This design comes from an exercise in tuning for small area on the open sky130 flow, not from production work. In this exercise RTL edits were held to simulation tests only and were not proved equivalent to the original. Power figures rest on the tool's default switching activity, not on a simulated workload.

<file path="flow/design.v">
module SpiSlaveReceiver(
  input         clock,
  input         reset,
  input         io_Strobe,
  input  [7:0]  io_InputBuffer,
  input  [31:0] io_DataBlockSize,
  output        io_CommandReadFinished,
  output        io_ArgumentReadFinished,
  output        io_ReadSuccess,
  output [5:0]  io_Command,
  output [31:0] io_CommandArgument,
  output [31:0] io_WritingAddress,
  output        io_WaitingWriteToken
);
  function automatic [31:0] inc32(input [31:0] x);
    integer i;
    reg c;
    begin
      c = 1'b1;
      for (i = 0; i < 32; i = i + 1) begin
        inc32[i] = x[i] ^ c;
        c = c & x[i];
      end
    end
  endfunction
  function automatic [16:0] add16(input [15:0] a, input [15:0] b, input cin);
    integer i;
    reg c;
    begin
      c = cin;
      for (i = 0; i < 16; i = i + 1) begin
        add16[i] = a[i] ^ b[i] ^ c;
        c = (a[i] & b[i]) | (c & (a[i] ^ b[i]));
      end
      add16[16] = c;
    end
  endfunction
  wire       stb = io_Strobe;
  wire [7:0] mo = io_InputBuffer;
  reg  [1:0]  state;
  reg  [1:0]  writestate;
  reg         isMultiple;
  reg         readSuccess;
  reg  [5:0]  command;
  reg  [31:0] argument;
  reg  [31:0] writingAddress;
  reg  [31:0] counter;
  reg         addCarry;
  wire s0 = state == 2'd0;
  wire s1 = state == 2'd1;
  wire s2 = state == 2'd2;
  wire s3 = state == 2'd3;
  wire w0 = writestate == 2'd0;
  wire w1 = writestate == 2'd1;
  wire w2 = writestate == 2'd2;
  wire cmdStart = ~mo[7] & mo[6];
  wire isCmd24 = command == 6'd24;
  wire isCmd25 = command == 6'd25;
  wire isWrite = isCmd24 | isCmd25;
  wire [31:0] counterInc = inc32(counter);
  wire blockEnd = counter == io_DataBlockSize;
  wire argLast = counter[1:0] == 2'd3;
  wire crcLast = counter[1];
  wire [16:0] addLo = add16(writingAddress[15:0], io_DataBlockSize[15:0], 1'b0);
  wire [16:0] addHi = add16(writingAddress[31:16], io_DataBlockSize[31:16], addCarry);
  wire tokenOk = isMultiple ? (mo == 8'hfc) : (mo == 8'hfe);
  always @(posedge clock) begin
    addCarry <= addLo[16];
    if (reset) begin
      state <= 2'd0;
    end else if (stb) begin
      case (state)
        2'd0: if (cmdStart) state <= 2'd1;
        2'd1: if (argLast) state <= 2'd2;
        2'd2: state <= (mo[0] & isWrite) ? 2'd3 : 2'd0;
        2'd3: begin
          if (w0) begin
            if (mo == 8'hfd) state <= 2'd0;
          end else if (w2 & crcLast) begin
            state <= isMultiple ? 2'd3 : 2'd0;
          end
        end
      endcase
    end
    if (reset) begin
      writestate <= 2'd0;
    end else if (stb) begin
      if (s2) begin
        if (mo[0]) writestate <= 2'd0;
      end else if (s3) begin
        if (w0) begin
          if (tokenOk) writestate <= 2'd1;
        end else if (w1) begin
          if (blockEnd) writestate <= 2'd2;
        end else if (w2) begin
          if (crcLast) writestate <= 2'd0;
        end
      end
    end
    if (reset) begin
      readSuccess <= 1'b0;
    end else if (stb) begin
      if (s0) readSuccess <= 1'b0;
      else if (s2) readSuccess <= mo[0];
    end
    if (stb & s2 & mo[0]) isMultiple <= isCmd25;
    if (stb & s0 & cmdStart) command <= mo[5:0];
    if (stb & s1) begin
      case (counter[1:0])
        2'd0: argument[31:24] <= mo;
        2'd1: argument[23:16] <= mo;
        2'd2: argument[15:8] <= mo;
        2'd3: argument[7:0] <= mo;
      endcase
    end
    if (stb) begin
      if (s2) begin
        if (mo[0] & isWrite) writingAddress <= argument;
      end else if (s3 & w2 & crcLast) begin
        writingAddress <= {addHi[15:0], addLo[15:0]};
      end
    end
    if (stb) begin
      if (s0) begin
        if (cmdStart) counter <= 32'd0;
      end else if (s1) begin
        counter <= counterInc;
      end else if (s3) begin
        if (w0) counter <= 32'd1;
        else if (w1) counter <= blockEnd ? 32'd1 : counterInc;
        else if (w2) counter <= crcLast ? 32'd0 : counterInc;
      end
    end
  end
  assign io_CommandReadFinished  = ~s0;
  assign io_ArgumentReadFinished = state[1];
  assign io_ReadSuccess          = readSuccess;
  assign io_Command              = command;
  assign io_CommandArgument      = argument;
  assign io_WritingAddress       = writingAddress;
  assign io_WaitingWriteToken    = w0;
endmodule
module SpiController(
  input         clock,
  input         reset,
  input  [5:0]  io_SlaveCommand,
  input  [31:0] io_SlaveCommandArgument,
  input         io_SlaveArgumentReadFinished,
  output [31:0] io_DataBlockSize
);
  reg [31:0] dataBlockSize;
  reg        arf1, arf2;
  wire load = io_SlaveArgumentReadFinished & arf1 & ~arf2 & (io_SlaveCommand == 6'd16);
  always @(posedge clock) begin
    arf1 <= io_SlaveArgumentReadFinished;
    arf2 <= arf1;
    if (reset | load)
      dataBlockSize <= reset ? 32'h200 : io_SlaveCommandArgument;
  end
  assign io_DataBlockSize = dataBlockSize;
endmodule
module SpiMasterReceiver(
  input         clock,
  input         reset,
  input         io_Strobe,
  input  [7:0]  io_InputBuffer,
  input  [31:0] io_DataBlockSize,
  input         io_CommandReadFinished,
  input  [5:0]  io_Command,
  output [31:0] io_DataBlocksCount,
  output        io_DataBlocksCountChanged,
  output        io_IsDataReading,
  output        io_IsBusy
);
  function automatic [31:0] inc32(input [31:0] x);
    integer i;
    reg c;
    begin
      c = 1'b1;
      for (i = 0; i < 32; i = i + 1) begin
        inc32[i] = x[i] ^ c;
        c = c & x[i];
      end
    end
  endfunction
  wire       stb = io_Strobe;
  wire [7:0] mi = io_InputBuffer;
  reg  [2:0]  state;
  reg  [31:0] counter;
  reg         initialized;
  reg         dataReading;
  reg         counterChanged;
  wire isCsd = (io_Command == 6'd9) | (io_Command == 6'd10);
  wire [31:0] counterInc = inc32(counter);
  wire packetEnd = counterInc == (isCsd ? 32'd16 : io_DataBlockSize);
  wire counterZero = counter == 32'd0;
  always @(posedge clock) begin
    if (reset) begin
      state <= 3'd1;
      counter <= 32'd0;
      initialized <= 1'b0;
      dataReading <= 1'b0;
    end else if (stb) begin
      initialized <= initialized | io_CommandReadFinished;
      case (state)
        3'd0: if (mi == 8'hff) state <= 3'd1;
        3'd1: begin
          counter <= 32'd0;
          if (initialized & ~mi[7]) begin
            if (io_Command == 6'd12) state <= 3'd0;
            else if (io_Command == 6'd8 || io_Command == 6'd58) state <= 3'd2;
            else if (io_Command == 6'd17 || io_Command == 6'd18 || isCsd) state <= 3'd3;
            else state <= 3'd1;
          end
        end
        3'd2: begin
          if (counter[1:0] == 2'd3) state <= 3'd1;
          else counter <= counterInc;
        end
        3'd3: begin
          if (mi == 8'hfe) state <= 3'd4;
          else if (mi[7:5] == 3'd0) state <= 3'd1;
        end
        3'd4: begin
          dataReading <= 1'b1;
          state <= packetEnd ? 3'd6 : 3'd5;
        end
        3'd5: begin
          if (packetEnd) begin
            state <= 3'd6;
            counter <= 32'd0;
          end else begin
            counter <= counterInc;
          end
        end
        3'd6: begin
          dataReading <= 1'b0;
          if (~counter[0]) counter <= 32'd1;
          else state <= 3'd1;
        end
        default: ;
      endcase
    end
    if (reset) counterChanged <= ~counterZero;
    else if (stb) begin
      case (state)
        3'd1: counterChanged <= ~counterZero;
        3'd2: counterChanged <= counter[1:0] != 2'd3;
        3'd5: counterChanged <= packetEnd ? ~counterZero : 1'b1;
        3'd6: counterChanged <= ~counter[0];
        default: counterChanged <= 1'b0;
      endcase
    end else counterChanged <= 1'b0;
  end
  assign io_DataBlocksCount = counter;
  assign io_DataBlocksCountChanged = counterChanged;
  assign io_IsDataReading = dataReading;
  assign io_IsBusy = state == 3'd0;
endmodule
module MBRProcessor(
  input         clock,
  input         reset,
  input         io_IsReading,
  input  [7:0]  io_Buffer,
  input  [31:0] io_MasterCommandArgument,
  input  [31:0] io_DataBlocksCount,
  input         io_DataBlocksCountChanged,
  output [31:0] io_Partition1Start,
  output [31:0] io_Partition2Start,
  output [31:0] io_Partition3Start,
  output [31:0] io_Partition4Start
);
  function automatic [6:0] add6(input [5:0] a, input [5:0] b);
    integer i;
    reg c;
    begin
      c = 1'b0;
      for (i = 0; i < 6; i = i + 1) begin
        add6[i] = a[i] ^ b[i] ^ c;
        c = (a[i] & b[i]) | (c & (a[i] ^ b[i]));
      end
      add6[6] = c;
    end
  endfunction
  function automatic is7(input [25:0] x, input [25:0] y, input cin);
    integer i;
    reg [25:0] k;
    reg [25:0] p;
    reg ok;
    begin
      k = 26'd7;
      p = x ^ y;
      ok = cin == (p[0] ^ k[0]);
      for (i = 0; i < 25; i = i + 1)
        ok = ok & ((k[i] ? (x[i] & y[i]) : (x[i] | y[i])) == (p[i + 1] ^ k[i + 1]));
      is7 = ok;
    end
  endfunction
  reg        rd1, rd2;
  reg  [1:0] late;
  reg  [7:0] capBuf;
  reg  [3:0] capSel;
  reg  [7:0] pstart [0:15];
  wire [6:0] addrLo = add6(io_MasterCommandArgument[5:0], io_DataBlocksCount[5:0]);
  wire [5:0] byteAddr = addrLo[5:0];
  wire addrHit = is7(io_MasterCommandArgument[31:6], io_DataBlocksCount[31:6], addrLo[6]) &
                 ((byteAddr[3:0] == 4'd6) | (byteAddr[3:0] == 4'd7) |
                  (byteAddr[3:0] == 4'd8) | (byteAddr[3:0] == 4'd9));
  wire [1:0] addrByte = byteAddr[3:0] - 4'd6;
  wire trig = (io_IsReading & rd1 & ~rd2) | io_DataBlocksCountChanged;
  wire capture = io_IsReading & ~trig & (late == 2'd1);
  always @(posedge clock) begin
    rd1 <= io_IsReading;
    rd2 <= rd1;
    if (reset) begin
      late <= 2'd0;
    end else if (io_IsReading) begin
      if (trig) late <= addrHit ? 2'd3 : 2'd0;
      else if (late != 2'd0) late <= late - 2'd1;
    end
    if (io_IsReading & trig) begin
      capBuf <= io_Buffer;
      capSel <= {byteAddr[5:4], addrByte};
    end
  end
  wire [7:0] wdata = reset ? 8'h00 : capBuf;
  genvar gi;
  generate
    for (gi = 0; gi < 16; gi = gi + 1) begin : g_pstart
      always @(posedge clock) begin
        if (reset | (capture & (capSel == gi))) pstart[gi] <= wdata;
      end
    end
  endgenerate
  assign io_Partition1Start = {pstart[3], pstart[2], pstart[1], pstart[0]};
  assign io_Partition2Start = {pstart[7], pstart[6], pstart[5], pstart[4]};
  assign io_Partition3Start = {pstart[11], pstart[10], pstart[9], pstart[8]};
  assign io_Partition4Start = {pstart[15], pstart[14], pstart[13], pstart[12]};
endmodule
module AddressConverter(
  input  [31:0] io_InputPartition1Start,
  input  [31:0] io_InputPartition2Start,
  input  [31:0] io_InputPartition3Start,
  input  [31:0] io_InputPartition4Start,
  output [22:0] io_OutputPartition1Sector,
  output [22:0] io_OutputPartition2Sector,
  output [22:0] io_OutputPartition3Sector,
  output [22:0] io_OutputPartition4Sector,
  output [3:0]  io_OutputZero
);
  assign io_OutputPartition1Sector = io_InputPartition1Start[22:0];
  assign io_OutputPartition2Sector = io_InputPartition2Start[22:0];
  assign io_OutputPartition3Sector = io_InputPartition3Start[22:0];
  assign io_OutputPartition4Sector = io_InputPartition4Start[22:0];
  assign io_OutputZero = {io_InputPartition4Start[22:0] == 23'd0,
                          io_InputPartition3Start[22:0] == 23'd0,
                          io_InputPartition2Start[22:0] == 23'd0,
                          io_InputPartition1Start[22:0] == 23'd0};
endmodule
module WritingAddressVerifier(
  input  [5:0]  io_MasterCommand,
  input  [31:0] io_MasterWritingAddress,
  input         io_MasterCommandReadSuccess,
  input  [4:0]  io_PartitionWriteEnables,
  input  [22:0] io_Partition1Sector,
  input  [22:0] io_Partition2Sector,
  input  [22:0] io_Partition3Sector,
  input  [22:0] io_Partition4Sector,
  input  [3:0]  io_PartitionZero,
  output        io_IsOk,
  output [4:0]  io_WriteRegion
);
  function automatic lt23(input [22:0] a, input [22:0] b);
    integer i;
    reg c;
    begin
      c = 1'b0;
      for (i = 0; i < 23; i = i + 1)
        c = (~a[i] & b[i]) | (~a[i] & c) | (b[i] & c);
      lt23 = c;
    end
  endfunction
  wire [22:0] waHi = io_MasterWritingAddress[31:9];
  wire notMax = ~&io_MasterWritingAddress;
  wire lt1 = io_PartitionZero[0] ? notMax : lt23(waHi, io_Partition1Sector);
  wire lt2 = io_PartitionZero[1] ? notMax : lt23(waHi, io_Partition2Sector);
  wire lt3 = io_PartitionZero[2] ? notMax : lt23(waHi, io_Partition3Sector);
  wire lt4 = io_PartitionZero[3] ? notMax : lt23(waHi, io_Partition4Sector);
  wire inMBR = lt1;
  wire inP1 = ~lt1 & lt2;
  wire inP2 = ~lt2 & lt3;
  wire inP3 = ~lt3 & lt4;
  wire inP4 = ~lt4;
  wire [4:0] pwe = io_PartitionWriteEnables;
  wire writeCmd = ((io_MasterCommand == 6'd24) | (io_MasterCommand == 6'd25)) &
                  io_MasterCommandReadSuccess;
  assign io_IsOk = (~inMBR | pwe[0]) & (~inP1 | pwe[1]) & (~inP2 | pwe[2]) &
                   (~inP3 | pwe[3]) & (~inP4 | pwe[4]);
  assign io_WriteRegion = {5{writeCmd}} & {inP4, inP3, inP2, inP1, inMBR};
endmodule
module KamppherGuard(
  input         clock,
  input         reset,
  input  [7:0]  io_MOSIBuffer,
  input  [7:0]  io_MISOBuffer,
  input         io_BufferChanged,
  input  [4:0]  io_PartitionWriteEnables,
  output        io_IsOk,
  output [4:0]  io_WriteRegion,
  output [5:0]  io_Command,
  output        io_CommandReadFinished,
  output        io_ArgumentReadFinished,
  output        io_ReadSuccess,
  output        io_WaitingWriteToken,
  output        io_IsDataReading,
  output        io_IsBusy,
  output [31:0] io_DataBlockSize,
  output [31:0] io_Partition1Start,
  output [31:0] io_Partition2Start,
  output [31:0] io_Partition3Start,
  output [31:0] io_Partition4Start
);
  reg bc1, bc2;
  wire stb = io_BufferChanged & bc1 & ~bc2;
  always @(posedge clock) begin
    bc1 <= io_BufferChanged;
    bc2 <= bc1;
  end
  wire        slave_CommandReadFinished;
  wire        slave_ArgumentReadFinished;
  wire        slave_ReadSuccess;
  wire [5:0]  slave_Command;
  wire [31:0] slave_CommandArgument;
  wire [31:0] slave_WritingAddress;
  wire        slave_WaitingWriteToken;
  wire [31:0] ctrl_DataBlockSize;
  wire [31:0] master_DataBlocksCount;
  wire        master_DataBlocksCountChanged;
  wire        master_IsDataReading;
  wire        master_IsBusy;
  wire [31:0] mbr_p1, mbr_p2, mbr_p3, mbr_p4;
  wire [22:0] conv_s1, conv_s2, conv_s3, conv_s4;
  wire [3:0]  conv_zero;
  SpiSlaveReceiver slave (
    .clock(clock),
    .reset(reset),
    .io_Strobe(stb),
    .io_InputBuffer(io_MOSIBuffer),
    .io_DataBlockSize(ctrl_DataBlockSize),
    .io_CommandReadFinished(slave_CommandReadFinished),
    .io_ArgumentReadFinished(slave_ArgumentReadFinished),
    .io_ReadSuccess(slave_ReadSuccess),
    .io_Command(slave_Command),
    .io_CommandArgument(slave_CommandArgument),
    .io_WritingAddress(slave_WritingAddress),
    .io_WaitingWriteToken(slave_WaitingWriteToken)
  );
  SpiController ctrl (
    .clock(clock),
    .reset(reset),
    .io_SlaveCommand(slave_Command),
    .io_SlaveCommandArgument(slave_CommandArgument),
    .io_SlaveArgumentReadFinished(slave_ArgumentReadFinished),
    .io_DataBlockSize(ctrl_DataBlockSize)
  );
  SpiMasterReceiver master (
    .clock(clock),
    .reset(reset),
    .io_Strobe(stb),
    .io_InputBuffer(io_MISOBuffer),
    .io_DataBlockSize(ctrl_DataBlockSize),
    .io_CommandReadFinished(slave_CommandReadFinished),
    .io_Command(slave_Command),
    .io_DataBlocksCount(master_DataBlocksCount),
    .io_DataBlocksCountChanged(master_DataBlocksCountChanged),
    .io_IsDataReading(master_IsDataReading),
    .io_IsBusy(master_IsBusy)
  );
  MBRProcessor mbr (
    .clock(clock),
    .reset(reset),
    .io_IsReading(master_IsDataReading),
    .io_Buffer(io_MISOBuffer),
    .io_MasterCommandArgument(slave_CommandArgument),
    .io_DataBlocksCount(master_DataBlocksCount),
    .io_DataBlocksCountChanged(master_DataBlocksCountChanged),
    .io_Partition1Start(mbr_p1),
    .io_Partition2Start(mbr_p2),
    .io_Partition3Start(mbr_p3),
    .io_Partition4Start(mbr_p4)
  );
  AddressConverter conv (
    .io_InputPartition1Start(mbr_p1),
    .io_InputPartition2Start(mbr_p2),
    .io_InputPartition3Start(mbr_p3),
    .io_InputPartition4Start(mbr_p4),
    .io_OutputPartition1Sector(conv_s1),
    .io_OutputPartition2Sector(conv_s2),
    .io_OutputPartition3Sector(conv_s3),
    .io_OutputPartition4Sector(conv_s4),
    .io_OutputZero(conv_zero)
  );
  WritingAddressVerifier verif (
    .io_MasterCommand(slave_Command),
    .io_MasterWritingAddress(slave_WritingAddress),
    .io_MasterCommandReadSuccess(slave_ReadSuccess),
    .io_PartitionWriteEnables(io_PartitionWriteEnables),
    .io_Partition1Sector(conv_s1),
    .io_Partition2Sector(conv_s2),
    .io_Partition3Sector(conv_s3),
    .io_Partition4Sector(conv_s4),
    .io_PartitionZero(conv_zero),
    .io_IsOk(io_IsOk),
    .io_WriteRegion(io_WriteRegion)
  );
  assign io_Command              = slave_Command;
  assign io_CommandReadFinished  = slave_CommandReadFinished;
  assign io_ArgumentReadFinished = slave_ArgumentReadFinished;
  assign io_ReadSuccess          = slave_ReadSuccess;
  assign io_WaitingWriteToken    = slave_WaitingWriteToken;
  assign io_IsDataReading        = master_IsDataReading;
  assign io_IsBusy               = master_IsBusy;
  assign io_DataBlockSize        = ctrl_DataBlockSize;
  assign io_Partition1Start      = mbr_p1;
  assign io_Partition2Start      = mbr_p2;
  assign io_Partition3Start      = mbr_p3;
  assign io_Partition4Start      = mbr_p4;
endmodule
</file>
<file path="flow/flow/run.sh">
#!/bin/bash
# The standard layout (standard.sh), with three changes to how it is made:
# - synthesis maps logic with the ABC script in flow/abc_area.script, which
#   recovers more area than ORFS's (registers are mapped before ABC runs,
#   so they are the standard synthesis's);
#   ABC also maps the adders (ADDER_MAP_FILE is left empty), instead of
#   Yosys's full- and half-adder extraction;
# - port buffers are the smallest buffer, buf_1;
# - clock tree synthesis uses larger sink clusters and no dummy loads.
set -euo pipefail
rm -rf scripts_local
cp -r "$FLOW_HOME/scripts" scripts_local
cp flow/abc_area.script scripts_local/abc_area.script
export BUFFER_PORTS_ARGS="-buffer_cell sky130_fd_sc_hd__buf_1"
export CTS_ARGS="-sink_clustering_enable -repair_clock_nets -dont_use_dummy_load -sink_clustering_size 16 -sink_clustering_max_diameter 60 -buf_list sky130_fd_sc_hd__clkbuf_8"
bash standard.sh SCRIPTS_DIR="$PWD/scripts_local" ADDER_MAP_FILE= finish > standard.log 2>&1
</file>
<file path="flow/flow/abc_area.script">
strash
dc2
strash
&get -n
&deepsyn -T 40
&dch -f
&nf -R 1000
&put
topo
stime -c
dnsize -c
</file>
<file path="flow/standard.sh">
#!/bin/bash
# synth_recipe.tcl (not shown) runs the flow's synth.tcl, then flattens the netlist and writes it again
# the make line also repeats each setting of config.mk as NAME=value (left out here)
make -C /OpenROAD-flow-scripts/flow DESIGN_CONFIG=/design/flow/config.mk WORK_HOME=/design/flow/orfs CLKGATE_MAP_FILE= SYNTH_SCRIPT=/design/flow/synth_recipe.tcl "${@:-finish}"
</file>
<file path="flow/config.mk">
export PLATFORM = sky130hd
export DESIGN_NAME = KamppherGuard
export DESIGN_NICKNAME = KamppherGuard
export VERILOG_FILES = /design/flow/design.v
export SDC_FILE = /design/flow/constraint.sdc
export NUM_CORES = 4
export LEC_CHECK = 0
export ABC_AREA = 1
export CAP_MARGIN = 20
export CORE_MARGIN = 2
export CORE_UTILIZATION = 40
export SLEW_MARGIN = 20
</file>
<file path="flow/constraint.sdc">
create_clock -name core_clock -period 10.0 [get_ports {clock}]
set_input_delay 2.0000 -clock core_clock [delete_from_list [all_inputs] [get_ports {clock}]]
set_output_delay 2.0000 -clock core_clock [all_outputs]
set_load 0.01 [all_outputs]
</file>
==> results of run 1 <==
[cell type report]
type	instances	area [µm²]	area share
inverters	74	277.8	0.01564
well taps	518	648.1	0.03650
repair buffers	216	888.4	0.05004
flip-flops and latches	327	9299	0.5238
diodes	1	2.502	0.0001409
clock buffers	30	412.9	0.02326
multi-input cells	1044	6226	0.3507
[metal layers]
layer  vias up  wire length, µm
met1      6306            21100
met4         0             1457
met5         -                0
met2       476            22630
met3        86             3079
li1       5956                -
[logic make-up after synthesis]
kind of cell / after synthesis
simple gates: 535
compound gates: 391
flops: 327
xor+xnor: 107
buf+inv: 74
fa+ha+maj: 9
mux: 2
[worst max-delay path by stage]
stage                                        start                              end
floorplan                         io_BufferChanged   slave.counter[0]$_SDFFCE_PP0P_
global placement    master.counter[0]$_SDFFE_PP0P_  master.counter[21]$_SDFFE_PP0P_
detailed placement  master.counter[0]$_SDFFE_PP0P_  master.counter[21]$_SDFFE_PP0P_
CTS                 master.counter[0]$_SDFFE_PP0P_   master.counter[8]$_SDFFE_PP0P_
global route        master.counter[0]$_SDFFE_PP0P_   master.counter[7]$_SDFFE_PP0P_
finish              master.counter[0]$_SDFFE_PP0P_   master.counter[8]$_SDFFE_PP0P_
[state kept, by name (all words and copies together), names as in the netlist, 2 cells and up]
name                  count
slave.writingAddress     32
ctrl.dataBlockSize       32
master.counter           32
slave.state               2
mbr.late                  2
mbr.capBuf                8
mbr.pstart              128
slave.counter            32
slave.argument           32
master.state              3
mbr.capSel                4
slave.command             6
slave.writestate          2
[cells in the mapped netlist (23+ instances only)]
| cell type | count | share of area |
|---|---|---|
| nand3_1 | 27 | 0.0086 |
| dfxtp_1 | 52 | 0.066 |
| nor4_1 | 34 | 0.014 |
| edfxtp_1 | 275 | 0.52 |
| o22ai_1 | 50 | 0.020 |
| nor2_1 | 106 | 0.025 |
| nand2_1 | 165 | 0.039 |
| clkinv_1 | 74 | 0.018 |
| xor2_1 | 47 | 0.026 |
| xnor2_1 | 60 | 0.033 |
| nor2b_1 | 54 | 0.021 |
| nand4_1 | 23 | 0.0091 |
| o21ai_0 | 90 | 0.029 |
| nor3_1 | 48 | 0.015 |
| a21oi_1 | 84 | 0.027 |
[power by group]
group          switching (mW)  total, mW  internal, mW  leakage [nW]
combinational           0.102      0.156        0.0539          2.45
sequential             0.0455       1.55          1.51          3.10
clock                   0.430      0.695         0.265         0.216
[worst register-to-register path: cells and delay by family, from the launching register on]
family	cells	cell delay, ns
simple gates	21	5.51
flops	1	0.63
compound gates	3	0.36
xor+xnor	2	0.48
==> impl_metrics.env, run 1 <==
export IMPL_finish_net_count=1717
export IMPL_max_freq_mhz=138.8
export IMPL_grt_use_met3=0.02825
export IMPL_max_stage_delay_ns=0.78
export IMPL_ys_seq_area_frac=0.5902
export IMPL_die_h_um=202.5
export IMPL_holdWs_ns=0.3406
export IMPL_pre_cts_slack_ns=2.969
export IMPL_cp_num_buf_inv=0
export IMPL_synth_fa_ha_area_frac=0.005718
export IMPL_rrSetupSlack_ns=2.80
export IMPL_yosys_warnings=7
export IMPL_yosys_area_share_simple=0.1653
export IMPL_grt_pass1_wl_mm=72.48
export IMPL_cts_max_level=1
export IMPL_cts_root_buf="clkbuf_8"
export IMPL_dp_cells=2178
export IMPL_synth_cell_type_count=59
export IMPL_start_kind="register"
export IMPL_grt_use_met2=0.3730
export IMPL_cpMaxStageDelayCell="nand2_1"
export IMPL_worstSkewPairLatency_ns=0.67
export IMPL_worstRegToRegCells=26
export IMPL_track_usage=0.2302
export IMPL_grt_start_max_net_pins=51
export IMPL_maxSlewViolCount=0
export IMPL_ctsResizeCount=0
export IMPL_syn_nets=1469
export IMPL_syn_to_final_growth_pct=12.69
export IMPL_antenna_left=0
export IMPL_required_ns=10.43
export IMPL_cts_inserted_buffers=30
export IMPL_io_buffers=201
export IMPL_grt_pass1_vias=11919
export IMPL_drive_gt1_frac=0.03430
export IMPL_clkSlewWorstSetupHoldPaths_ns=0.09
export IMPL_synthFlopType="edfxtp_1"
export IMPL_status="no timing/DRC/antenna violations"
export IMPL_vias_per_cell=5.803
export IMPL_cts_hold_fix_buffers=0
export IMPL_fin_crit_sh=0.7204
export IMPL_dr_pass1_iters=7
export IMPL_wl_per_cell_um=21.84
export IMPL_drtIter0Drc=1168
export IMPL_place_area_um2=17300
export IMPL_synth_edf_count=275
export IMPL_globalplace_congestion=0.9166
export IMPL_ys_ff_latch=327
export IMPL_final_cell_mix="edfxtp_1 (275), buf_1 (200), nand2_1 (165)"
export IMPL_tritoncts="yes"
export IMPL_core_um2=38740
export IMPL_fin_cells=2210
export IMPL_r2r_start="master.counter[0]$_SDFFE_PP0P_"
export IMPL_synthCells=1445
export IMPL_initial_core_util=0.4067
export IMPL_drv_cap=0
export IMPL_worstPathMaxFanout=32
export IMPL_nFillCells=3702
export IMPL_min_from="bc1$_DFF_P_"
export IMPL_synthArstFlopShare=0
export IMPL_whs_path_depth=0
export IMPL_crit_family="simple AND/OR/NAND/NOR gates"
export IMPL_max_clock_path_buffers=3
export IMPL_report_final_hold_viol_count=0
export IMPL_fin_ws_ns=2.796
export IMPL_overflow=0
export IMPL_powerDensity_nw_per_um2=135.5
export IMPL_finalSetupViolCount=0
export IMPL_period_needed_ns=7.204
export IMPL_placementRows=72
export IMPL_muxShareOfSynthArea=0.001271
export IMPL_cp_num_cells=26
export IMPL_grt_use_met1=0.3220
export IMPL_power_total_mw=2.405
export IMPL_min_path_type="reg2reg"
export IMPL_cpMostUsedCell="nand3_1"
export IMPL_fin_skew_ns=0.1014
export IMPL_wl_mm=48.27
export IMPL_endpoint_kind="register"
export IMPL_setup_tns_ns=0
export IMPL_syn_area_um2=15760
export IMPL_route_detailed_drc=0
export IMPL_die_area_um2=40990
export IMPL_cts_sinks=327
export IMPL_gr_max_usage_layer="met2"
export IMPL_tightest_slew_ns=1.060
export IMPL_syn_avg_cell_area_um2=10.90
export IMPL_leakagePower_nw=5.764
export IMPL_holdPathEnd="bc2$_DFF_P_"
export IMPL_critPathKind="reg2reg"
export IMPL_rsz0062_at_grt="false"
export IMPL_critPathArrivalTime_ns=7.63
export IMPL_synth_compound_area_frac=0.1604
export IMPL_synth_top_family_by_area="simple AND/OR/NAND/NOR gates"
export IMPL_fin_util=0.4583
export IMPL_final_common_cell="edfxtp_1"
export IMPL_peakVddDrop_uv=97.68
export IMPL_postLayoutCellArea_um2=17750
export IMPL_r2r_end="master.counter[8]$_SDFFE_PP0P_"
export IMPL_antenna_found_initial=0
export IMPL_ioPinCount=202
export IMPL_dp_hpwl_mm=35.87
export IMPL_vias=12824
export IMPL_yosys_area_share_xor_xnor=0.05948
export IMPL_cts_setup_buffers=0
export IMPL_die_x_um=202.5
export IMPL_max_slew_margin_rel=0.2917
==> inputs of run 2 (changes only) <==
==> flow/flow/abc_area.script (replaced) <==
strash
dc2
strash
&get -n
&deepsyn -T 40
&dch -f
&nf -R 1000
&put
strash
&get -n
&dch -f
&nf -R 1000
&put
topo
stime -c
dnsize -c
==> run 2 against run 1 <==
Compared with the run above: final cell count decreased by 0.50%; wire length is 2.0% higher; sequential power hardly changed; combinational power fell by 7%; hold slack worse by 0.034 ns; critical path depth shrank 1; sequential share of layout area grew 0.11 points; largest power group unchanged; clock skew down 0.022 ns; synthesized area fell by 0.39%; sequential cell count unchanged; count of clock-buffer cells in the layout is the same; non-clock buffer count is 2 higher.
==> impl_metrics.env, run 2 <==
export IMPL_postLayoutCellArea_um2=17720
export IMPL_track_usage=0.2365
export IMPL_yosys_top_cells_count="edfxtp_1 (275), nand2_1 (152), nor2_1 (115), o21ai_0 (97), a21oi_1 (87)"
export IMPL_period_needed_ns=7.198
export IMPL_die_x_um=202.1
export IMPL_wl_met3_mm=3.796
export IMPL_rrSetupSlack_ns=3.34
export IMPL_drive_gt1_frac=0.03391
export IMPL_max_stage_delay_ns=0.41
export IMPL_peakVddDrop_uv=100.9
export IMPL_max_slew_margin_rel=0.3023
export IMPL_r2r_end="master.counter[4]$_SDFFE_PP0P_"
export IMPL_wl_per_cell_um=22.39
export IMPL_min_path_type="reg2reg"
export IMPL_p_seq_frac=0.647
export IMPL_antenna_left=0
export IMPL_fin_util=0.4584
export IMPL_endpoint_kind="primary output"
export IMPL_finish_net_count=1707
export IMPL_status="no timing/DRC/antenna violations"
export IMPL_synthArstFlopShare=0
export IMPL_yosysMostFrequentCell="edfxtp_1"
export IMPL_worstPathMaxFanout=6
export IMPL_yosys_warnings=7
export IMPL_ioPinCount=202
export IMPL_critPathKind="reg2out"
export IMPL_syn_nets=1457
export IMPL_powerDensity_nw_per_um2=135.0
export IMPL_synthCells=1433
export IMPL_synth_edf_count=275
export IMPL_max_freq_mhz=138.9
export IMPL_crit_end="io_IsOk"
export IMPL_cts_root_buf="clkbuf_8"
export IMPL_synth_top_area_cell="edfxtp_1"
export IMPL_die_h_um=202.1
export IMPL_largest_register="mbr.pstart"
export IMPL_grt_start_max_net_pins=53
export IMPL_cpMaxStageDelayCell="edfxtp_1"
export IMPL_p_int_mw=1.821
export IMPL_ys_ff_latch=327
export IMPL_report_final_hold_viol_count=0
export IMPL_final_common_cell="edfxtp_1"
export IMPL_placementRows=72
export IMPL_tritoncts="yes"
export IMPL_cts_sinks=327
export IMPL_whs_path_depth=0
export IMPL_initial_core_util=0.4061
export IMPL_die_area_um2=40830
export IMPL_ys_top_cells_by_area="edfxtp_1 (53%), dfxtp_1 (6.6%), xnor2_1 (4.2%)"
export IMPL_required_ns=8.00
export IMPL_dp_hpwl_mm=36.50
export IMPL_critical_path_startpoint="slave.writingAddress[10]$_DFFE_PP_"
export IMPL_worstSkewPairLatency_ns=0.64
export IMPL_start_kind="register"
export IMPL_grt_pass1_wl_mm=73.98
export IMPL_cts_setup_buffers=0
export IMPL_worstRegToRegCells=27
export IMPL_cts_inserted_buffers=30
export IMPL_final_cell_mix="edfxtp_1 (275), buf_1 (200), nand2_1 (152)"
export IMPL_tightest_slew_ns=1.042
export IMPL_switching_share=0.2385
export IMPL_p_sw_mw=0.5702
export IMPL_drtIter0Drc=1267
export IMPL_vias_per_cell=5.785
export IMPL_rsz0062_at_grt="false"
export IMPL_grt_pass1_vias=11929
export IMPL_syn_area_um2=15690
export IMPL_ys_seq_area_frac=0.5925
export IMPL_cts_hold_fix_buffers=0
export IMPL_setup_tns_ns=0
export IMPL_route_met2_wl_mm=22.46
export IMPL_globalplace_congestion=0.9517
export IMPL_wl_mm=49.23
export IMPL_cpMostUsedCell="a21oi_1"
export IMPL_synthFlopType="edfxtp_1"
export IMPL_finalSetupViolCount=0
export IMPL_multiInputGateArea_um2=6193
export IMPL_clkPwrFrac=0.292
export IMPL_seq_area_um2=9299
export IMPL_diodes=0
export IMPL_ctsResizeCount=0
export IMPL_critPathArrivalTime_ns=5.20
export IMPL_r2r_start="master.counter[0]$_SDFFE_PP0P_"
export IMPL_core_um2=38650
export IMPL_vias=12722
export IMPL_largest_reg_flops=128
export IMPL_synth_top_cell_area_share=0.5262
export IMPL_nFillCells=3692
export IMPL_clkSlewWorstSetupHoldPaths_ns=0.09
export IMPL_io_buffers=201
export IMPL_fin_crit_sh=0.7198
export IMPL_routed_top_layer="met4"
export IMPL_cts_max_level=1
export IMPL_dr_pass1_iters=5
export IMPL_p_comb_frac=0.061
export IMPL_max_clock_path_buffers=3
export IMPL_drv_cap=0
export IMPL_antenna_found_initial=1
export IMPL_overflow=0
export IMPL_maxSlewViolCount=0
export IMPL_syn_avg_cell_area_um2=10.95
export IMPL_drt_met1_wl_mm=21.76
export IMPL_synth_cell_type_count=54
export IMPL_leakagePower_nw=5.639
export IMPL_syn_to_final_growth_pct=12.88
export IMPL_route_detailed_drc=0
export IMPL_place_area_um2=17290
export IMPL_fin_skew_ns=0.07937
==> run 2: layer usage <==
layer,track usage,up-vias
met1,0.3391,6197
met5,0,-
met2,0.3758,532
li1,-,5913
met4,0.06591,0
met3,0.03257,80
==> run 2: critical path: cells and delay by family, from the launching register on <==
family                   cells  cell delay, ns
AO/OA/AOI/OAI               17            2.31
adder cells (fa/ha/maj)      3            1.12
buffers and inverters        2            0.37
AND/OR/NAND/NOR              3            0.36
flip-flops                   1            0.41
==> run 2: worst min path at each step <==
stage | start | slack, ns | endpoint
floorplan | bc1$_DFF_P_ | 0.33 | bc2$_DFF_P_
global placement | ctrl.arf1$_DFF_P_ | 0.34 | ctrl.arf2$_DFF_P_
detailed placement | mbr.rd1$_DFF_P_ | 0.35 | mbr.rd2$_DFF_P_
CTS | ctrl.arf1$_DFF_P_ | 0.28 | ctrl.arf2$_DFF_P_
global route | ctrl.arf1$_DFF_P_ | 0.29 | ctrl.arf2$_DFF_P_
finish | ctrl.arf1$_DFF_P_ | 0.31 | ctrl.arf2$_DFF_P_
==> run 2: per-stage QoR <==
stage          cells  total power [mW]  worst slack [ns]  hold slack [ns]
2_1_floorplan   1433             1.644             3.975           0.3306
3_3_place_gp    2168             1.718             3.526           0.3352
3_5_place_dp    2169             1.722             3.496           0.3450
4_1_cts         2199             2.411             2.781           0.2823
5_1_grt         2199             2.470             2.138           0.2894
6_report        2199             2.391             2.802           0.3067
==> run 2: power groups by stage <==
stage                     clock [mW]  combinational, mW  sequential (mW)
after floorplan                    0             0.0699             1.57
after CTS                      0.719              0.145             1.55
after global routing           0.760              0.159             1.55
after global placement             0              0.142             1.58
after detailed placement           0              0.145             1.58
final                          0.699              0.145             1.55
==> run 2: layout make-up <==
| class | instances | area share |
|---|---|---|
| Timing Repair Buffer | 218 | 0.05099 |
| Sequential cell | 327 | 0.5249 |
| Tap cell | 518 | 0.03658 |
| Clock buffer | 30 | 0.02331 |
| Multi-Input combinational cell | 1037 | 0.3496 |
| Inverter | 69 | 0.01462 |
==> run 2: cell families after synthesis <==
family / synth area share
xor gates and xnor gates: 0.06530
AOI/OAI and AO/OA: 0.1472
and+or+nand+nor: 0.1669
buffers and inverters: 0.01650
adders and majority gates: 0.009567
DFF: 0.5925
muxes: 0.001993
==> inputs of run 3 (changes only) <==
--- a/flow/design.v
+++ b/flow/design.v
@@ -39,7 +39,6 @@
   wire [7:0] mo = io_InputBuffer;
   reg  [1:0]  state;
   reg  [1:0]  writestate;
-  reg         isMultiple;
   reg         readSuccess;
   reg  [5:0]  command;
   reg  [31:0] argument;
@@ -57,6 +56,7 @@
   wire isCmd24 = command == 6'd24;
   wire isCmd25 = command == 6'd25;
   wire isWrite = isCmd24 | isCmd25;
+  wire isMultiple = isCmd25;
   wire [31:0] counterInc = inc32(counter);
   wire blockEnd = counter == io_DataBlockSize;
   wire argLast = counter[1:0] == 2'd3;
@@ -103,7 +103,6 @@
       if (s0) readSuccess <= 1'b0;
       else if (s2) readSuccess <= mo[0];
     end
-    if (stb & s2 & mo[0]) isMultiple <= isCmd25;
     if (stb & s0 & cmdStart) command <= mo[5:0];
     if (stb & s1) begin
       case (counter[1:0])
@@ -188,8 +187,8 @@
   reg  [2:0]  state;
   reg  [31:0] counter;
   reg         initialized;
-  reg         dataReading;
   reg         counterChanged;
+  wire dataReading = (state == 3'd5) | ((state == 3'd6) & ~counter[0]);
   wire isCsd = (io_Command == 6'd9) | (io_Command == 6'd10);
   wire [31:0] counterInc = inc32(counter);
   wire packetEnd = counterInc == (isCsd ? 32'd16 : io_DataBlockSize);
@@ -199,7 +198,6 @@
       state <= 3'd1;
       counter <= 32'd0;
       initialized <= 1'b0;
-      dataReading <= 1'b0;
     end else if (stb) begin
       initialized <= initialized | io_CommandReadFinished;
       case (state)
@@ -222,7 +220,6 @@
           else if (mi[7:5] == 3'd0) state <= 3'd1;
         end
         3'd4: begin
-          dataReading <= 1'b1;
           state <= packetEnd ? 3'd6 : 3'd5;
         end
         3'd5: begin
@@ -234,7 +231,6 @@
           end
         end
         3'd6: begin
-          dataReading <= 1'b0;
           if (~counter[0]) counter <= 32'd1;
           else state <= 3'd1;
         end
==> run 3 against run 2 <==
Compared with the run above: sequential share of layout area down 0.22 points; sequential power about the same; hold slack better by 0.048 ns.
==> impl_metrics.env, run 3 <==
export IMPL_rrSetupSlack_ns=2.77
export IMPL_initial_core_util=0.4050
export IMPL_finalSetupViolCount=0
export IMPL_grt_pass1_wl_mm=76.68
export IMPL_dr_pass1_iters=6
export IMPL_largest_register="mbr.pstart"
export IMPL_worstSkewPairLatency_ns=0.60
export IMPL_die_x_um=201.8
export IMPL_worstPathMaxFanout=4
export IMPL_synth_edf_count=274
export IMPL_synth_top_area_cell="edfxtp_1"
export IMPL_globalplace_congestion=0.9392
export IMPL_yosysMostFrequentCell="edfxtp_1"
export IMPL_max_freq_mhz=135.8
export IMPL_wl_mm=51.53
export IMPL_largest_reg_flops=128
export IMPL_critical_path_startpoint="slave.writingAddress[10]$_DFFE_PP_"
export IMPL_place_area_um2=17170
export IMPL_syn_area_um2=15650
export IMPL_synth_top_cell_area_share=0.5257
export IMPL_grt_pass1_vias=11958
export IMPL_cts_root_buf="clkbuf_8"
export IMPL_seq_area_um2=9249
export IMPL_nFillCells=3694
export IMPL_synthArstFlopShare=0
export IMPL_antenna_left=0
export IMPL_ys_ff_latch=325
export IMPL_clkSlewWorstSetupHoldPaths_ns=0.08
export IMPL_fin_skew_ns=0.04894
export IMPL_tritoncts="yes"
export IMPL_period_needed_ns=7.362
export IMPL_synthFlopType="edfxtp_1"
export IMPL_critPathArrivalTime_ns=5.36
export IMPL_fin_util=0.4578
export IMPL_leakagePower_nw=5.645
export IMPL_drv_cap=0
export IMPL_endpoint_kind="primary output"
export IMPL_cts_max_level=2
export IMPL_cts_sinks=325
export IMPL_core_um2=38650
export IMPL_ctsResizeCount=0
export IMPL_power_total_mw=2.470
export IMPL_holdWs_ns=0.3547
export IMPL_wl_per_cell_um=23.81
export IMPL_r2r_start="master.counter[0]$_SDFFE_PP0P_"
export IMPL_final_common_cell="edfxtp_1"
export IMPL_status="no timing/DRC/antenna violations"
export IMPL_overflow=0
export IMPL_critPathKind="reg2out"
export IMPL_setup_tns_ns=0
export IMPL_ys_seq_area_frac=0.5909
export IMPL_yosys_top_cells_count="edfxtp_1 (274), nor2_1 (116), nand2_1 (112), o21ai_0 (97), a21oi_1 (83)"
export IMPL_required_ns=8.00
export IMPL_min_path_type="reg2reg"
export IMPL_antenna_found_initial=1
export IMPL_dp_hpwl_mm=37.66
export IMPL_vias_per_cell=5.935
export IMPL_die_area_um2=40730
export IMPL_final_cell_mix="edfxtp_1 (274), buf_1 (200), nor2_1 (116)"
export IMPL_syn_to_final_growth_pct=13.04
export IMPL_synthCells=1398
export IMPL_peakVddDrop_uv=88.24
export IMPL_drtIter0Drc=1344
export IMPL_rsz0062_at_grt="false"
export IMPL_max_slew_margin_rel=0.2787
export IMPL_track_usage=0.2507
export IMPL_route_detailed_drc=0
export IMPL_maxSlewViolCount=0
export IMPL_powerDensity_nw_per_um2=139.6
export IMPL_synth_cell_type_count=55
export IMPL_finish_net_count=1672
export IMPL_ioPinCount=202
export IMPL_syn_avg_cell_area_um2=11.20
export IMPL_grt_start_max_net_pins=71
export IMPL_postLayoutCellArea_um2=17690
export IMPL_diodes=0
export IMPL_die_h_um=201.8
export IMPL_cts_hold_fix_buffers=0
export IMPL_report_final_hold_viol_count=0
export IMPL_io_buffers=201
export IMPL_syn_nets=1422
export IMPL_cts_setup_buffers=0
export IMPL_yosys_warnings=7
export IMPL_ys_top_cells_by_area="edfxtp_1 (53%), dfxtp_1 (6.5%), xnor2_1 (3.7%)"
export IMPL_cts_inserted_buffers=35
export IMPL_max_clock_path_buffers=3
export IMPL_fin_crit_sh=0.7362
export IMPL_drive_gt1_frac=0.03463
export IMPL_placementRows=72
export IMPL_vias=12844
export IMPL_multiInputGateArea_um2=6186
export IMPL_start_kind="register"
export IMPL_tightest_slew_ns=1.077
export IMPL_min_from="bc1$_DFF_P_"
-- run 3: cell count changes after synthesis, moves of 8 or more --
cell,delta
o221ai_1,+8
o22ai_1,-14
maj3_1,+9
nand3_1,-15
a21o_1,+11
xnor2_1,-10
nand2_1,-40
-- run 3: through the flow --
step | cells | setup slack (ns)
6_report | 2164 | 2.638
5_1_grt | 2164 | 2.182
4_1_cts | 2163 | 2.667
3_5_place_dp | 2128 | 2.960
3_3_place_gp | 2128 | 3.278
2_1_floorplan | 1398 | 3.706
-- run 3: report_power, final --
| part | switching [mW] | internal [mW] | total (mW) |
|---|---|---|---|
| Sequential | 0.0456 | 1.50 | 1.55 |
| Combinational | 0.105 | 0.0555 | 0.161 |
| Clock | 0.448 | 0.313 | 0.761 |
| Total | 0.599 | 1.87 | 2.47 |
-- run 3: logic make-up (layout without fill, tap and decap cells) --
family          Yosys count  count (layout)  share of synthesized area
simple gates            483             483                     0.1535
compound gates          392             392                     0.1652
flops                   325             325                     0.5909
xor+xnor                103             103                    0.05763
buf+inv                  70             318                    0.01679
fa+ha+maj                24              24                    0.01535
mux                       1               1                  0.0006395
-- run 3: final cells by class --
cell class                 instances  share of cell area
tap                              518             0.03663
multi-input combinational       1003              0.3496
clock buffer                      35             0.02723
timing repair buffer             213             0.04894
inverter                          70             0.01485
sequential                       325              0.5227
-- run 3: final timing paths --
| path | endpoint | cells after the start |
|---|---|---|
| setup / recovery | io_IsOk | 27 |
| hold reg to reg | bc2$_DFF_P_ | 0 |
| hold / removal | bc2$_DFF_P_ | 0 |
| setup reg to reg | master.counter[28]$_SDFFE_PP0P_ | 27 |
-- run 3: metal layers --
layer | wire (µm) | up-vias | GRT usage
li1 | - | 5858 | -
met1 | 22880 | 6312 | 0.3627
met2 | 23740 | 594 | 0.3910
met3 | 3712 | 80 | 0.04144
met4 | 1203 | 0 | 0.06723
met5 | 0 | - | 0
-- run 3: critical path, stage by stage, from the launching register on --
cell       delay, ns
edfxtp_1        0.41
clkinv_1        0.18
maj3_1          0.38
a21oi_1         0.12
o2bb2ai_1       0.12
o21ai_0         0.08
and2_0          0.14
o2bb2ai_1       0.06
o221ai_1        0.07
a2bb2oi_1       0.10
maj3_1          0.36
maj3_1          0.36
maj3_1          0.41
maj3_1          0.36
a21oi_1         0.13
o2bb2ai_1       0.09
o21ai_0         0.07
and2_0          0.15
o2bb2ai_1       0.07
o221ai_1        0.07
a21oi_1         0.09
a221o_1         0.27
o221ai_1        0.07
nand3_1         0.10
clkinv_1        0.09
o22ai_1         0.08
nor3_1          0.18
buf_1           0.17
==> inputs of run 4 (changes only) <==
--- a/flow/config.mk
+++ b/flow/config.mk
@@ -6,7 +6,7 @@
 export NUM_CORES = 4
 export LEC_CHECK = 0
 export ABC_AREA = 1
-export CAP_MARGIN = 20
+export CAP_MARGIN = 5
 export CORE_MARGIN = 2
 export CORE_UTILIZATION = 40
-export SLEW_MARGIN = 20
+export SLEW_MARGIN = 5
==> run 4 against run 3 <==
Compared with the run above: power barely moved; sequential share of layout area increased by 0.17 points; first-iteration DRC count fell by 0.37%; critical path type unchanged; highest routed layer unchanged.
==> impl_metrics.env, run 4 <==
export IMPL_status="no timing/DRC/antenna violations"
export IMPL_drive_gt1_frac=0.03419
export IMPL_endpoint_kind="primary output"
export IMPL_dp_hpwl_mm=36.29
export IMPL_wl_per_cell_um=22.62
export IMPL_yosysMostFrequentCell="edfxtp_1"
export IMPL_largest_reg_flops=128
export IMPL_start_kind="register"
export IMPL_ioPinCount=202
export IMPL_ys_ff_latch=325
export IMPL_holdWs_ns=0.3550
export IMPL_core_um2=38650
export IMPL_leakagePower_nw=5.499
export IMPL_largest_register="mbr.pstart"
export IMPL_antenna_left=0
export IMPL_fin_ws_ns=1.268
export IMPL_tritoncts="yes"
export IMPL_ctsResizeCount=0
export IMPL_multiInputGateArea_um2=6186
export IMPL_cts_setup_buffers=0
export IMPL_min_path_type="reg2reg"
export IMPL_vias=12764
export IMPL_route_detailed_drc=0
export IMPL_ys_seq_area_frac=0.5910
export IMPL_period_needed_ns=8.732
export IMPL_required_ns=8.00
export IMPL_synthCells=1419
export IMPL_cts_max_level=1
export IMPL_yosys_warnings=7
export IMPL_powerDensity_nw_per_um2=140.0
export IMPL_die_area_um2=40720
export IMPL_rsz0062_at_grt="false"
export IMPL_report_final_hold_viol_count=0
export IMPL_clkSlewWorstSetupHoldPaths_ns=0.09
export IMPL_worstSkewPairLatency_ns=0.63
export IMPL_setup_tns_ns=0
export IMPL_syn_area_um2=15650
export IMPL_drtIter0Drc=1339
export IMPL_finish_net_count=1693
export IMPL_max_slew_margin_rel=0.2015
export IMPL_cts_inserted_buffers=31
export IMPL_dp_cells=2153
export IMPL_die_x_um=201.8
export IMPL_grt_pass1_vias=11932
export IMPL_initial_core_util=0.4049
export IMPL_die_h_um=201.8
export IMPL_track_usage=0.2358
export IMPL_synth_cell_type_count=53
export IMPL_synth_top_area_cell="edfxtp_1"
export IMPL_synthArstFlopShare=0
export IMPL_yosys_top_cells_count="edfxtp_1 (274), nor2_1 (134), nand2_1 (114), o21ai_0 (100), a21oi_1 (98)"
export IMPL_placementRows=72
export IMPL_max_freq_mhz=114.5
export IMPL_cts_hold_fix_buffers=0
export IMPL_synthFlopType="edfxtp_1"
export IMPL_cts_root_buf="clkbuf_8"
export IMPL_ys_top_cells_by_area="edfxtp_1 (53%), dfxtp_1 (6.5%), xnor2_1 (4.1%)"
export IMPL_drv_cap=0
export IMPL_grt_start_max_net_pins=55
export IMPL_wl_mm=49.44
export IMPL_pre_cts_slack_ns=1.951
export IMPL_synth_edf_count=274
export IMPL_syn_avg_cell_area_um2=11.03
export IMPL_grt_pass1_wl_mm=73.55
export IMPL_fin_crit_sh=0.8732
export IMPL_finalSetupViolCount=0
export IMPL_peakVddDrop_uv=95.05
export IMPL_nFillCells=3655
export IMPL_critPathArrivalTime_ns=6.73
export IMPL_fin_skew_ns=0.04418
export IMPL_tightest_slew_ns=1.185
export IMPL_critPathKind="reg2out"
export IMPL_syn_to_final_growth_pct=12.70
export IMPL_overflow=0
export IMPL_synth_top_cell_area_share=0.5258
export IMPL_final_cell_mix="edfxtp_1 (274), buf_1 (200), nor2_1 (134)"
export IMPL_max_clock_path_buffers=3
export IMPL_final_common_cell="edfxtp_1"
export IMPL_fin_util=0.4564
export IMPL_seq_area_um2=9249
export IMPL_worstPathMaxFanout=4
export IMPL_syn_nets=1443
export IMPL_io_buffers=201
export IMPL_antenna_found_initial=2
export IMPL_cts_sinks=325
export IMPL_vias_per_cell=5.839
export IMPL_dr_pass1_iters=8
export IMPL_maxSlewViolCount=0
export IMPL_fin_cells=2186
export IMPL_globalplace_congestion=0.9303
-- run 4: cell types whose count changed in the layout (fill, tap and decap cells not counted), sizes merged, moves of 6 or more --
cell,previous run,this run
nor2,116,134
nand3,17,28
and2,20,12
a22oi,20,9
o31ai,7,13
xnor2,66,73
o221ai,18,3
a21o,16,5
maj3,24,31
a21oi,83,98
-- run 4: power breakdown --
group | leakage, nW | switching, mW | internal (mW)
Combinational | 2.27 | 0.123 | 0.0654
Clock | 0.223 | 0.436 | 0.274
Sequential | 3.01 | 0.0550 | 1.52
-- run 4: cell families (layout without fill, tap and decap cells) --
family	Yosys count	after routing	share of synthesized area
AO/OA/AOI/OAI	374	374	0.1510
XOR/XNOR	110	110	0.06157
adder cells (fa/ha/maj)	31	31	0.01983
buffers and inverters	67	315	0.01607
flip-flops	325	325	0.5910
multiplexers	1	1	0.0006397
other	0	1	0
AND/OR/NAND/NOR	511	511	0.1598
-- run 4: worst max-delay path: stages, from the launching register on --
cell and delay (ns):
edfxtp_1 0.42, clkinv_1 0.17, maj3_1 0.38, maj3_1 0.36, maj3_1 0.35, a21oi_1 0.12
o2bb2ai_1 0.08, maj3_1 0.37, maj3_1 0.38, maj3_1 0.37, maj3_1 0.36, maj3_1 0.36
maj3_1 0.37, o21ai_0 0.09, a21oi_1 0.09, a221o_1 0.28, o221ai_1 0.10, a31oi_1 0.12
a221oi_1 0.25, o21a_1 0.17, nor2_1 0.04, a221o_1 0.27, nand2_1 0.11, o311ai_0 0.14
nor3_1 0.18, buf_1 0.18
-- run 4: final cells by class --
type	count	share of cell area
Sequential cell	325	0.5244
Multi-Input combinational cell	1027	0.3507
Timing Repair Buffer	217	0.04952
Tap cell	518	0.03675
Clock buffer	31	0.02419
Inverter	67	0.01426
Antenna cell	1	0.0001419
-- run 4: routing by layer --
metal | up-vias | part of all wire | global-route usage
met3 | 94 | 0.084 | 0.03934
met1 | 6209 | 0.43 | 0.3286
met5 | - | 0 | 0
met4 | 0 | 0.035 | 0.08062
met2 | 581 | 0.46 | 0.3742
li1 | 5880 | - | -
-- run 4: path summary, 6_finish.rpt --
check	endpoint	slack [ns]	from	cells past startpoint
worst min register to register	bc2$_DFF_P_	0.35	bc1$_DFF_P_	0
worst min-delay path	bc2$_DFF_P_	0.35	bc1$_DFF_P_	0
worst max-delay path	io_IsOk	1.27	slave.writingAddress[10]$_DFFE_PP_	25
worst max register to register	master.counter[8]$_SDFFE_PP0P_	2.74	master.counter[0]$_SDFFE_PP0P_	30
-- run 4: through the flow --
stage                     area [µm²]  total power [mW]
after floorplan                15650             1.689
after global placement         17200             1.784
after detailed placement       17200             1.788
after CTS                      17620             2.483
after global routing           17640             2.553
final                          17640             2.470
==> inputs of run 5 (changes only) <==
--- a/flow/flow/run.sh
+++ b/flow/flow/run.sh
@@ -12,5 +12,5 @@
 cp -r "$FLOW_HOME/scripts" scripts_local
 cp flow/abc_area.script scripts_local/abc_area.script
 export BUFFER_PORTS_ARGS="-buffer_cell sky130_fd_sc_hd__buf_1"
-export CTS_ARGS="-sink_clustering_enable -repair_clock_nets -dont_use_dummy_load -sink_clustering_size 16 -sink_clustering_max_diameter 60 -buf_list sky130_fd_sc_hd__clkbuf_8"
+export CTS_ARGS="-sink_clustering_enable -repair_clock_nets -dont_use_dummy_load -sink_clustering_size 24 -sink_clustering_max_diameter 60 -buf_list \"sky130_fd_sc_hd__clkbuf_8 sky130_fd_sc_hd__clkbuf_16\""
 bash standard.sh SCRIPTS_DIR="$PWD/scripts_local" ADDER_MAP_FILE= finish > standard.log 2>&1
--- a/flow/config.mk
+++ b/flow/config.mk
@@ -6,7 +6,7 @@
 export NUM_CORES = 4
 export LEC_CHECK = 0
 export ABC_AREA = 1
-export CAP_MARGIN = 5
+export CAP_MARGIN = 20
 export CORE_MARGIN = 2
 export CORE_UTILIZATION = 40
-export SLEW_MARGIN = 5
+export SLEW_MARGIN = 20
==> run 5 against run 4 <==
Compared with the run above: highest routed layer unchanged; critical path type unchanged; sequential cell count is the same; register-to-register slack got worse by 0.41 ns; clock power up 39%.
==> impl_metrics.env, run 5 <==
export IMPL_core_um2=38650
export IMPL_max_slew_margin_rel=0.2635
export IMPL_worstPathMaxFanout=5
export IMPL_yosys_area_share_simple=0.1653
export IMPL_final_cell_mix="edfxtp_1 (274), buf_1 (200), nand2_1 (128)"
export IMPL_critPathKind="reg2out"
export IMPL_peakVddDrop_uv=128.9
export IMPL_globalplace_congestion=0.9526
export IMPL_status="no timing/DRC/antenna violations"
export IMPL_drive_gt1_frac=0.03757
export IMPL_ys_seq_area_frac=0.5893
export IMPL_track_usage=0.2406
export IMPL_cts_inserted_buffers=30
export IMPL_final_common_cell="edfxtp_1"
export IMPL_grt_start_max_net_pins=53
export IMPL_start_kind="register"
export IMPL_tritoncts="yes"
export IMPL_overflow=0
export IMPL_cts_max_level=1
export IMPL_tightest_slew_ns=1.097
export IMPL_synth_top_cell_area_share=0.5242
export IMPL_powerDensity_nw_per_um2=152.2
export IMPL_nFillCells=3651
export IMPL_required_ns=8.00
export IMPL_drv_cap=0
export IMPL_largest_reg_flops=128
export IMPL_yosys_area_share_xor_xnor=0.06138
export IMPL_max_freq_mhz=122.5
export IMPL_ioPinCount=202
export IMPL_synth_top_area_cell="edfxtp_1"
export IMPL_antenna_left=0
export IMPL_worstSkewPairLatency_ns=0.59
export IMPL_finalSetupViolCount=0
export IMPL_synth_fa_ha_area_frac=0.01467
export IMPL_ys_top_cells_by_area="edfxtp_1 (52%), dfxtp_1 (6.5%), xnor2_1 (3.8%)"
export IMPL_rsz0062_at_grt="false"
export IMPL_die_x_um=202.1
export IMPL_pre_cts_slack_ns=2.471
export IMPL_finish_net_count=1703
export IMPL_dp_hpwl_mm=37.00
export IMPL_vias=12764
export IMPL_initial_core_util=0.4061
export IMPL_whs_path_depth=0
export IMPL_setup_tns_ns=0
export IMPL_yosysMostFrequentCell="edfxtp_1"
export IMPL_period_needed_ns=8.163
export IMPL_clkSlewWorstSetupHoldPaths_ns=0.06
export IMPL_leakagePower_nw=5.759
export IMPL_synth_top_family_by_area="simple AND/OR/NAND/NOR gates"
export IMPL_fin_crit_sh=0.8163
export IMPL_cts_hold_fix_buffers=0
export IMPL_synthArstFlopShare=0
export IMPL_synth_cell_type_count=55
export IMPL_grt_pass1_wl_mm=75.12
export IMPL_ctsResizeCount=0
export IMPL_max_clock_path_buffers=3
export IMPL_dr_pass1_iters=8
export IMPL_drtIter0Drc=1286
export IMPL_yosys_top_cells_count="edfxtp_1 (274), nand2_1 (128), nor2_1 (112), o21ai_0 (96), a21oi_1 (83)"
export IMPL_muxShareOfSynthArea=0.0006378
export IMPL_diodes=0
export IMPL_synth_edf_count=274
export IMPL_placementRows=72
export IMPL_yosys_warnings=7
export IMPL_syn_nets=1444
export IMPL_cts_sinks=325
export IMPL_syn_to_final_growth_pct=15.47
export IMPL_synthFlopType="edfxtp_1"
export IMPL_fin_skew_ns=0.06017
export IMPL_route_detailed_drc=0
export IMPL_syn_area_um2=15700
export IMPL_maxSlewViolCount=0
export IMPL_ys_ff_latch=325
export IMPL_io_buffers=201
export IMPL_cts_root_buf="clkbuf_16"
export IMPL_synth_compound_area_frac=0.1520
export IMPL_grt_pass1_vias=11988
export IMPL_critPathArrivalTime_ns=6.16
export IMPL_min_path_type="reg2reg"
export IMPL_largest_register="mbr.pstart"
export IMPL_report_final_hold_viol_count=0
export IMPL_die_h_um=202.1
export IMPL_antenna_found_initial=0
export IMPL_syn_avg_cell_area_um2=11.05
export IMPL_endpoint_kind="primary output"
export IMPL_worstRegToRegCells=28
export IMPL_wl_mm=49.82
export IMPL_fin_ws_ns=1.837
export IMPL_wl_per_cell_um=22.70
export IMPL_die_area_um2=40840
export IMPL_synthCells=1420
export IMPL_vias_per_cell=5.815
export IMPL_cts_setup_buffers=0
run 5: cell count changes after synthesis, sizes merged, moves of 6 or more:
cell	before	now
o2bb2ai	10	19
a22oi	9	17
o221ai	3	12
a21oi	98	83
and2	12	18
nand2	114	128
maj3	31	23
nor2	134	112
run 5: cells by family after synthesis:
| kind of cell | Yosys count |
|---|---|
| mux | 1 |
| xor+xnor | 110 |
| simple gates | 521 |
| fa+ha+maj | 23 |
| buf+inv | 70 |
| flops | 325 |
| compound gates | 370 |
run 5: worst paths after layout:
path / from / end / slack [ns]
max: slave.writingAddress[10]$_DFFE_PP_ / io_IsOk / 1.84
min: bc1$_DFF_P_ / bc2$_DFF_P_ / 0.35
max reg2reg: master.counter[0]$_SDFFE_PP0P_ / master.counter[2]$_SDFFE_PP0P_ / 2.33
min reg2reg: bc1$_DFF_P_ / bc2$_DFF_P_ / 0.35
run 5: worst max-delay path: stages (launching register included):
cell and delay, ns:
edfxtp_1 0.42, clkinv_1 0.16, maj3_1 0.38, a21oi_1 0.14, o2bb2ai_1 0.09, a21oi_1 0.11
nor2_1 0.06, a221oi_1 0.22, a21oi_1 0.08, maj3_1 0.37, maj3_1 0.38, maj3_1 0.37
a21oi_1 0.13, o2bb2ai_1 0.10, a221oi_1 0.27, o211a_1 0.22, nor2_1 0.06, a221oi_1 0.21
o2bb2ai_1 0.11, maj3_1 0.36, maj3_1 0.36, maj3_1 0.35, o21ai_0 0.14, nand4_1 0.17
o22ai_1 0.15, nor3_1 0.06, buf_1 0.13
run 5: layout make-up:
class                           instances  area [µm²]  area share
Tap cell                              518       648.1     0.03576
Clock buffer                           30       750.7     0.04142
Inverter                               70       262.8     0.01450
Multi-Input combinational cell       1025        6222      0.3433
Timing Repair Buffer                  227       991.0     0.05468
Sequential cell                       325        9249      0.5103
run 5: routing by layer:
layer	vias up	routed length, µm	global-route usage
met5	-	0	0
met4	0	1156	0.06434
met3	64	3805	0.03418
met2	514	22100	0.3714
met1	6239	22760	0.3549
li1	5947	-	-
run 5: power breakdown:
group	internal, mW	leakage, nW	switching (mW)	total [mW]
Clock	0.522	0.370	0.464	0.987
Sequential	1.52	3.00	0.0581	1.58
Combinational	0.0690	2.38	0.125	0.194
run 5: metrics by stage:
stage | cells | hold WS (ns) | instance area, µm² | utilization | power (mW)
after detailed placement | 2164 | 0.3409 | 17340 | 0.4488 | 1.798
after global routing | 2195 | 0.3622 | 18120 | 0.4690 | 2.849
after global placement | 2163 | 0.3353 | 17310 | 0.4479 | 1.795
final | 2195 | 0.3526 | 18120 | 0.4690 | 2.758
after CTS | 2194 | 0.3537 | 18090 | 0.4682 | 2.777
after floorplan | 1420 | 0.3304 | 15700 | - | 1.693
==> inputs of run 6 (changes only) <==
--- a/flow/flow/run.sh
+++ b/flow/flow/run.sh
@@ -12,5 +12,5 @@
 cp -r "$FLOW_HOME/scripts" scripts_local
 cp flow/abc_area.script scripts_local/abc_area.script
 export BUFFER_PORTS_ARGS="-buffer_cell sky130_fd_sc_hd__buf_1"
-export CTS_ARGS="-sink_clustering_enable -repair_clock_nets -dont_use_dummy_load -sink_clustering_size 24 -sink_clustering_max_diameter 60 -buf_list \"sky130_fd_sc_hd__clkbuf_8 sky130_fd_sc_hd__clkbuf_16\""
+export CTS_ARGS="-sink_clustering_enable -repair_clock_nets -dont_use_dummy_load -sink_clustering_size 32 -sink_clustering_max_diameter 60 -buf_list sky130_fd_sc_hd__clkbuf_16"
 bash standard.sh SCRIPTS_DIR="$PWD/scripts_local" ADDER_MAP_FILE= finish > standard.log 2>&1
==> run 6 against run 5 <==
Compared with the run above: still clean; synthesized area shrank 0.29%; combinational power shrank 3%; hold slack lost 0.0024 ns; first-iteration DRC count grew 2.5%; utilization shrank 0.33 points; design area shrank 0.71%; sequential power is essentially flat; critical path depth shrank 1; clock skew shrank 0.012 ns; setup slack lost 0.55 ns; power is essentially flat; highest routed layer unchanged.
==> impl_metrics.env, run 6 <==
export IMPL_yosys_warnings=7
export IMPL_cp_num_buf_inv=1
export IMPL_fin_util=0.4656
export IMPL_pre_cts_slack_ns=1.949
export IMPL_cts_inserted_buffers=30
export IMPL_final_cell_mix="edfxtp_1 (274), buf_1 (200), nor2_1 (133)"
export IMPL_synthFlopType="edfxtp_1"
export IMPL_max_slew_margin_rel=0.2814
export IMPL_ys_seq_area_frac=0.5910
export IMPL_die_h_um=201.8
export IMPL_synth_top_area_cell="edfxtp_1"
export IMPL_rsz0062_at_grt="false"
export IMPL_core_um2=38650
export IMPL_holdPathEnd="bc2$_DFF_P_"
export IMPL_synth_cell_type_count=53
export IMPL_holdWs_ns=0.3502
export IMPL_die_x_um=201.8
export IMPL_grt_pass1_wl_mm=74.16
export IMPL_power_total_mw=2.759
export IMPL_crit_family="adder cells"
export IMPL_cts_root_buf="clkbuf_16"
export IMPL_finalSetupViolCount=0
export IMPL_synth_edf_count=274
export IMPL_overflow=0
export IMPL_dp_hpwl_mm=36.30
export IMPL_cts_hold_fix_buffers=0
export IMPL_worstSkewPairLatency_ns=0.59
export IMPL_final_common_cell="edfxtp_1"
export IMPL_start_kind="register"
export IMPL_postLayoutCellArea_um2=17990
export IMPL_vias_per_cell=5.862
export IMPL_ys_top_cells_by_area="edfxtp_1 (53%), dfxtp_1 (6.5%), xnor2_1 (4.1%)"
export IMPL_largest_register="mbr.pstart"
export IMPL_seq_area_um2=9249
export IMPL_diodes=0
export IMPL_antenna_left=0
export IMPL_drive_gt1_frac=0.03601
export IMPL_route_detailed_drc=0
export IMPL_fin_crit_sh=0.8718
export IMPL_syn_nets=1443
export IMPL_initial_core_util=0.4049
export IMPL_antenna_found_initial=1
export IMPL_whs_path_depth=0
export IMPL_max_clock_path_buffers=3
export IMPL_io_buffers=201
export IMPL_synthCells=1419
export IMPL_ioPinCount=202
export IMPL_drtIter0Drc=1318
export IMPL_worstPathMaxFanout=3
export IMPL_r2r_end="master.counter[8]$_SDFFE_PP0P_"
export IMPL_track_usage=0.2377
export IMPL_place_area_um2=17200
export IMPL_syn_to_final_growth_pct=14.99
export IMPL_grt_pass1_vias=11940
export IMPL_ctsResizeCount=0
export IMPL_maxSlewViolCount=0
export IMPL_worstRegToRegCells=30
export IMPL_syn_area_um2=15650
export IMPL_status="no timing/DRC/antenna violations"
export IMPL_min_path_type="reg2reg"
export IMPL_max_freq_mhz=114.7
export IMPL_largest_reg_flops=128
export IMPL_fin_ws_ns=1.282
export IMPL_finish_net_count=1692
export IMPL_grt_start_max_net_pins=55
export IMPL_die_area_um2=40720
export IMPL_endpoint_kind="primary output"
export IMPL_r2r_start="master.counter[0]$_SDFFE_PP0P_"
export IMPL_leakagePower_nw=5.656
export IMPL_ys_ff_latch=325
export IMPL_dr_pass1_iters=6
==> run 6: cell count changes in the layout (fill, tap and decap cells not counted), moves of 6 or more <==
| cell | delta |
|---|---|
| maj3_1 | +8 |
| nor2_1 | +22 |
| o221ai_1 | -9 |
| a21oi_1 | +15 |
| a22oi_1 | -8 |
| buf_4 | -9 |
| o2bb2ai_1 | -9 |
| and2_0 | -6 |
| nand2_1 | -14 |
==> run 6: worst max-delay path by stage <==
stage	cells after the start	slack [ns]	endpoint	start
after CTS	25	1.33	io_IsOk	slave.writingAddress[10]$_DFFE_PP_
after global placement	25	1.99	io_IsOk	slave.writingAddress[10]$_DFFE_PP_
after global routing	25	0.90	io_IsOk	slave.writingAddress[10]$_DFFE_PP_
final	25	1.28	io_IsOk	mbr.pstart[12][0]$_DFFE_PP_
after floorplan	24	2.35	io_IsOk	mbr.pstart[12][0]$_DFFE_PP_
after detailed placement	25	1.95	io_IsOk	slave.writingAddress[10]$_DFFE_PP_
==> run 6: cell type report <==
cell class                      instances  share of cell area
Tap cell                              518             0.03602
Timing Repair Buffer                  217             0.04978
Clock buffer                           30             0.04172
Multi-Input combinational cell       1027              0.3445
Sequential cell                       325              0.5140
Inverter                               67             0.01398
==> run 6: logic make-up (layout without fill, tap and decap cells) <==
logic type | count (synthesis) | in the layout | synth area share
AND/OR/NAND/NOR | 511 | 511 | 0.1598
buffers and inverters | 67 | 314 | 0.01607
multiplexers | 1 | 1 | 0.0006397
XOR/XNOR | 110 | 110 | 0.06157
AO/OA/AOI/OAI | 374 | 374 | 0.1510
flip-flops | 325 | 325 | 0.5910
adder cells (fa/ha/maj) | 31 | 31 | 0.01983
==> run 6: routing by layer <==
layer / GRT usage / vias to the layer above / part of all wire
met5: 0 / - / 0
met3: 0.03047 / 81 / 0.077
met4: 0.06907 / 0 / 0.026
met2: 0.3816 / 579 / 0.46
met1: 0.3385 / 6245 / 0.43
li1: - / 5898 / -
==> run 6: worst reg2reg max path, delay by kind of cell, from the launching register on <==
kind | cells | cell delay (ns)
compound gates | 6 | 1.40
buf+inv | 2 | 0.23
flops | 1 | 0.57
simple gates | 22 | 4.66
==> run 6: where the power goes <==
group          switching, mW  internal [mW]
Clock                  0.474          0.523
Sequential            0.0554           1.52
Combinational          0.122         0.0661
Total                  0.652           2.11

Check on run 6: ideal ports give 1.282 ns setup slack; a clkbuf_16 on the clock port and buf_2 on the inputs give 1.234 ns; moving port delays by the midpoint clock arrival (0.612 ns) as well gives 1.846 ns.
